Background: an optimization exercise with open tools, aiming at small area and a short achievable clock period. Do not read the settings as production practice.
Function was checked by simulation only, so behaviour that the tests miss may differ from the original.
Power and IR drop assume default switching activity.

// exe_stage
module exe_stage (
	input  wire        clk,
	input  wire        rst,
	input  wire [31:0] instr,
	input  wire [31:0] rs1,
	input  wire [31:0] rs2,
	input  wire [31:0] pc_next,
	output reg  [31:0] result,
	output reg         flag_n,
	output reg         flag_c,
	output reg         flag_v,
	output reg         flag_z,
	output reg         ready,
	output reg         branch,
	output reg  [31:0] target
	);
Size: about 1600 cells after synthesis, about 200 I/O pins, about 9600 sq um of cells after synthesis.
==> flow/config.mk <==
export PLATFORM = sky130hd
export DESIGN_NAME = exe_stage
export DESIGN_NICKNAME = exe_stage
export VERILOG_FILES = /design/flow/design.v
export SDC_FILE = /design/flow/constraint.sdc
export NUM_CORES = 4
export LEC_CHECK = 0
export CAP_MARGIN = 20
export CORE_MARGIN = 2
export CORE_UTILIZATION = 40
export PLACE_DENSITY = 0.6
export SETUP_SLACK_MARGIN = 4
export SLEW_MARGIN = 20
export TNS_END_PERCENT = 0
==> flow/constraint.sdc <==
create_clock -name core_clock -period 9.0 [get_ports {clk}]
set_input_delay 1.8000 -clock core_clock [delete_from_list [all_inputs] [get_ports {clk}]]
set_output_delay 1.8000 -clock core_clock [all_outputs]
set_load 0.01 [all_outputs]
standard.sh (not shown) runs the stock make flow with config.mk's settings and CLKGATE_MAP_FILE= SYNTH_SCRIPT=/design/flow/synth_recipe.tcl, a recipe that flattens the netlist after the stock synthesis.
==> flow/flow/run.sh <==
#!/bin/bash
# The standard layout (standard.sh), changed in three ways:
#  - synthesis maps with flow/abc_map.script (see flow/synth.tcl);
#  - full adders are not extracted into fa/ha cells before ABC
#    (ADDER_MAP_FILE empty), so the prefix adders keep their structure;
#  - the port buffers are buf_1 cells instead of the clkdlybuf4s50 delay
#    cell that buffer_ports picks by default.
set -o pipefail
export FLOW_FLOW_DIR="$PWD/flow"
export BUFFER_PORTS_ARGS="-buffer_cell sky130_fd_sc_hd__buf_1"
bash standard.sh ADDER_MAP_FILE= SYNTH_SCRIPT="$PWD/flow/synth.tcl" finish 2>&1 | tee make.log
==> flow/flow/abc_map.script <==
strash
dch
map -D 2500
buffer -p
upsize -D 2500
dnsize -D 2500
==> flow/flow/synth.tcl <==
# The standard flow's synthesis script (synth_recipe.tcl) with one change: the ABC pass
# uses flow/abc_map.script (delay-targeted mapping with area recovery)
# instead of ORFS's abc_speed.script. Registers are mapped before ABC runs,
# so they are the same as in the standard synthesis.
proc synth {args} { yosys synth -nofsm -noshare {*}$args }
proc fix_abc_args {name1 name2 op} {
  global abc_args
  set i [lsearch $abc_args -script]
  lset abc_args [expr {$i + 1}] $::env(FLOW_FLOW_DIR)/abc_map.script
}
trace add variable ::abc_args write fix_abc_args
source $::env(SCRIPTS_DIR)/synth.tcl
# left out here: clear keep_hierarchy, flatten, clean up, hide names made inside functions, write 1_2_yosys.v
Then changed:
==> flow/flow/abc_map.script (replaced) <==
strash
&get -n
&st
&syn2
&dch
&nf -D 2500
&put
buffer -p
upsize -D 2500
dnsize -D 2500
stime -p
Settings changed: SETUP_SLACK_MARGIN 4 to 4.5.
The changed run passed the timing, DRC and antenna checks; via count went down by 7.7%; worst hold slack gets better by 0.0079 ns; sequential cell count is unchanged; final cell count went down by 15%.
Then changed:
--- a/flow/flow/run.sh
+++ b/flow/flow/run.sh
@@ -6 +6 @@
-#  - the port buffers are buf_1 cells instead of the clkdlybuf4s50 delay
+#  - the port buffers are buf_2 cells instead of the clkdlybuf4s50 delay
@@ -10 +10 @@
-export BUFFER_PORTS_ARGS="-buffer_cell sky130_fd_sc_hd__buf_1"
+export BUFFER_PORTS_ARGS="-buffer_cell sky130_fd_sc_hd__buf_2"
==> flow/flow/abc_map.script (replaced) <==
strash
dch
map -D 2500
buffer -p
upsize -D 2500
dnsize -D 2500
Settings changed: SETUP_SLACK_MARGIN 4.5 to 4, TNS_END_PERCENT 0 to unset.
Die area rises by 2.3%.
Sequential power is about the same.
Hold slack gets worse by 0.0054 ns.
Setup slack gets better by 0.26 ns.
Cell count rises by 17%.
Cell area rises by 1.1%.
Area after synthesis rises by 2.3%.
Then changed:
--- a/flow/flow/run.sh
+++ b/flow/flow/run.sh
@@ -6 +6 @@
-#  - the port buffers are buf_2 cells instead of the clkdlybuf4s50 delay
+#  - the port buffers are buf_1 cells instead of the clkdlybuf4s50 delay
@@ -10 +10 @@
-export BUFFER_PORTS_ARGS="-buffer_cell sky130_fd_sc_hd__buf_2"
+export BUFFER_PORTS_ARGS="-buffer_cell sky130_fd_sc_hd__buf_1"
Settings changed: CORE_UTILIZATION 40 to 50, PLACE_DENSITY 0.6 to 0.65, SETUP_SLACK_MARGIN 4 to 4.5, TNS_END_PERCENT set to 0.
=> Power climbs by 0.79%; global-route usage rises by 7.8 points; synthesized area is unchanged; utilization rises by 12 points; setup slack gets better by 0.035 ns; routed wire length came out lower by 2.4%.

## run A
exe_stage again, from the RTL that the note above started with.
==> flow/design.v (excerpt) <==
module exe_stage (
	input  wire        clk,
	input  wire        rst,
	input  wire [31:0] instr,
	input  wire [31:0] rs1,
	input  wire [31:0] rs2,
	input  wire [31:0] pc_next,
	output reg  [31:0] result,
	output reg         flag_n,
	output reg         flag_c,
	output reg         flag_v,
	output reg         flag_z,
	output reg         ready,
	output reg         branch,
	output reg  [31:0] target
	);
==> flow/config.mk <==
export PLATFORM = sky130hd
export DESIGN_NAME = exe_stage
export DESIGN_NICKNAME = exe_stage
export VERILOG_FILES = /design/flow/design.v
export SDC_FILE = /design/flow/constraint.sdc
export NUM_CORES = 4
export LEC_CHECK = 0
export CAP_MARGIN = 20
export CORE_MARGIN = 2
export CORE_UTILIZATION = 35
export PLACE_DENSITY = 0.55
export SETUP_SLACK_MARGIN = 4.5
export SLEW_MARGIN = 20
export TNS_END_PERCENT = 0
==> flow/constraint.sdc <==
create_clock -name core_clock -period 9.0 [get_ports {clk}]
set_input_delay 1.8000 -clock core_clock [delete_from_list [all_inputs] [get_ports {clk}]]
set_output_delay 1.8000 -clock core_clock [all_outputs]
set_load 0.01 [all_outputs]
==> flow/flow/run.sh <==
#!/bin/bash
# The standard layout (standard.sh), changed in three ways:
#  - synthesis maps with flow/abc_map.script (see flow/synth.tcl);
#  - full adders are not extracted into fa/ha cells before ABC
#    (ADDER_MAP_FILE empty), so the prefix adders keep their structure;
#  - the port buffers are buf_1 cells instead of the clkdlybuf4s50 delay
#    cell that buffer_ports picks by default.
set -o pipefail
export FLOW_FLOW_DIR="$PWD/flow"
export BUFFER_PORTS_ARGS="-buffer_cell sky130_fd_sc_hd__buf_1"
bash standard.sh ADDER_MAP_FILE= SYNTH_SCRIPT="$PWD/flow/synth.tcl" finish 2>&1 | tee make.log
==> flow/flow/abc_map.script <==
strash
dch
map -D 2500
buffer -p
upsize -D 2500
dnsize -D 2500
Scripts as last shown in full above: flow/flow/synth.tcl
What run B does differently from run A at the input level:
==> flow/flow/run.sh <==
#!/bin/bash
# The standard layout (standard.sh), changed in three ways:
#  - synthesis maps with flow/abc_map.script (see flow/synth.tcl);
#  - full adders are not extracted into fa/ha cells before ABC
#    (ADDER_MAP_FILE empty), so the prefix adders keep their structure;
#  - the port buffers are buf_2 cells instead of the clkdlybuf4s50 delay
#    cell that buffer_ports picks by default.
set -o pipefail
export FLOW_FLOW_DIR="$PWD/flow"
export BUFFER_PORTS_ARGS="-buffer_cell sky130_fd_sc_hd__buf_2"
bash standard.sh ADDER_MAP_FILE= SYNTH_SCRIPT="$PWD/flow/synth.tcl" finish 2>&1 | tee make.log
--- a/flow/config.mk
+++ b/flow/config.mk
@@ -8,7 +8,6 @@
 export CAP_MARGIN = 20
 export CORE_MARGIN = 2
-export CORE_UTILIZATION = 35
-export PLACE_DENSITY = 0.55
-export SETUP_SLACK_MARGIN = 4.5
+export CORE_UTILIZATION = 40
+export PLACE_DENSITY = 0.6
+export SETUP_SLACK_MARGIN = 3
 export SLEW_MARGIN = 20
-export TNS_END_PERCENT = 0
Comparing run A and run B, the lower non-clock buffer count was measured on run B. In run B, the clock-cell share of area came out 0.40 points above the value in run A. Re shortest period the worst path allows: run B is 670 ps up on run A. Per the comparison of run B with run A, power down 0.090 mW, setup slack after placement now larger, fraction of the cycle the final worst path needs has increased, clock share of power moved up, cell area fell 810 um2.
diff inputs: run B => run C
==> flow/flow/run.sh <==
#!/bin/bash
# The standard layout (standard.sh), changed in three ways:
#  - synthesis maps with flow/abc_map.script (see flow/synth.tcl);
#  - full adders are not extracted into fa/ha cells before ABC
#    (ADDER_MAP_FILE empty), so the prefix adders keep their structure;
#  - the port buffers are buf_1 cells instead of the clkdlybuf4s50 delay
#    cell that buffer_ports picks by default.
set -o pipefail
export FLOW_FLOW_DIR="$PWD/flow"
export BUFFER_PORTS_ARGS="-buffer_cell sky130_fd_sc_hd__buf_1"
bash standard.sh ADDER_MAP_FILE= SYNTH_SCRIPT="$PWD/flow/synth.tcl" finish 2>&1 | tee make.log
--- a/flow/config.mk
+++ b/flow/config.mk
@@ -10,4 +10,5 @@
 export CORE_UTILIZATION = 40
 export PLACE_DENSITY = 0.6
-export SETUP_SLACK_MARGIN = 3
+export SETUP_SLACK_MARGIN = 4.5
 export SLEW_MARGIN = 20
+export TNS_END_PERCENT = 0
--- outcome ---
Number of enable flip-flop cells after synthesis essentially unchanged between run C and run B. The library cell contributing the largest single delay on the critical path comes out sky130_fd_sc_hd__a31oi_1 in one run and sky130_fd_sc_hd__nor3_4 in the other, namely in run C and run B respectively. Higher relative contribution of the clock network to total power was reported by run B, not run C. Run B has lower routed wire length on met2 than run C. [diff] post-route worst setup slack, run C relative to run B: improvement. NOTE: sequential share of cell area in run C falls short of that of run B. Looking at combinational group share of total power across run B and run C, the one that comes out higher is run C. Global-route usage, run B and run C: smaller value in run B.
--- input diff run C..run D ---
==> flow/flow/abc_map.script <==
strash
dch
map -D 2000
buffer -p
upsize -D 2000
dnsize -D 2000
--- a/flow/config.mk
+++ b/flow/config.mk
@@ -10,5 +10,5 @@
 export CORE_UTILIZATION = 40
 export PLACE_DENSITY = 0.6
-export SETUP_SLACK_MARGIN = 4.5
+export SETUP_SLACK_MARGIN = 5
 export SLEW_MARGIN = 20
 export TNS_END_PERCENT = 0
Notes after the runs:
Non-clock inverter instance count of the final layout in run D is 1 higher than in run C
Compared run D against run C; multiplexer fraction of the synthesized cell area within noise.
Power after layout (run C / run D): 0.881
Run D vs run C: number of global-route vias before repair up in run D
Remaining max-slew budget at the tightest pin improves in run D relative to run C.
Taking run C over run D, the non-clock buffer count ratio works out to 0.831.
Relative to run C, the setup slack of run D is higher by 210 ps.
Compared with run C, in run D minimum setup slack among reg-to-reg paths shrank by 60 ps; number of inserted filler cells in the final layout held steady.
Run D vs run C — DRC violation total after the first TritonRoute iteration rose about 20%.

## re-timing with driven ports
How much do the figures lean on ideal ports? The routed layouts below were timed once more, with nothing changed but the port constraints.
Step 1 sets driving cells, clkbuf_16 on the clock port and buf_2 on the other inputs (assumed; they add their load-dependent delay and slew).
Step 2 times the ports against the registers' clock, not the clock port: input delays grow and output delays shrink by t, the midpoint of the rising clock arrivals with the driver on.
Three values: ideal, step 1, step 2; two values: the first two.
| run | shift t [ns] | setup slack, ns | slew at the worst register clock pin (ns) |
|---|---|---|---|
| the first run of note 1 | 0.402 | 4.046 / 4.072 / 3.670 | 0.07 / 0.07 |
| the second run of note 1 | 0.412 | 3.797 / 3.811 / 3.399 | 0.08 / 0.08 |
| the third run of note 1 | 0.407 | 4.059 / 4.076 / 3.669 | 0.08 / 0.08 |
| the fourth run of note 1 | 0.410 | 4.094 / 4.111 / 3.701 | 0.08 / 0.08 |
| run A | 0.406 | 4.007 / 4.036 / 3.630 | 0.08 / 0.08 |
| run B | 0.404 | 3.335 / 3.365 / 2.961 | 0.07 / 0.07 |
| run C | 0.405 | 4.109 / 4.138 / 3.732 | 0.08 / 0.08 |
| run D | 0.405 | 4.322 / 4.334 / 3.928 | 0.08 / 0.08 |
After both steps every run listed still meets setup and hold. The setup slack of the second run of note 1, which loses most, moves by +0.014 ns with the drivers and by -0.398 ns with both steps.
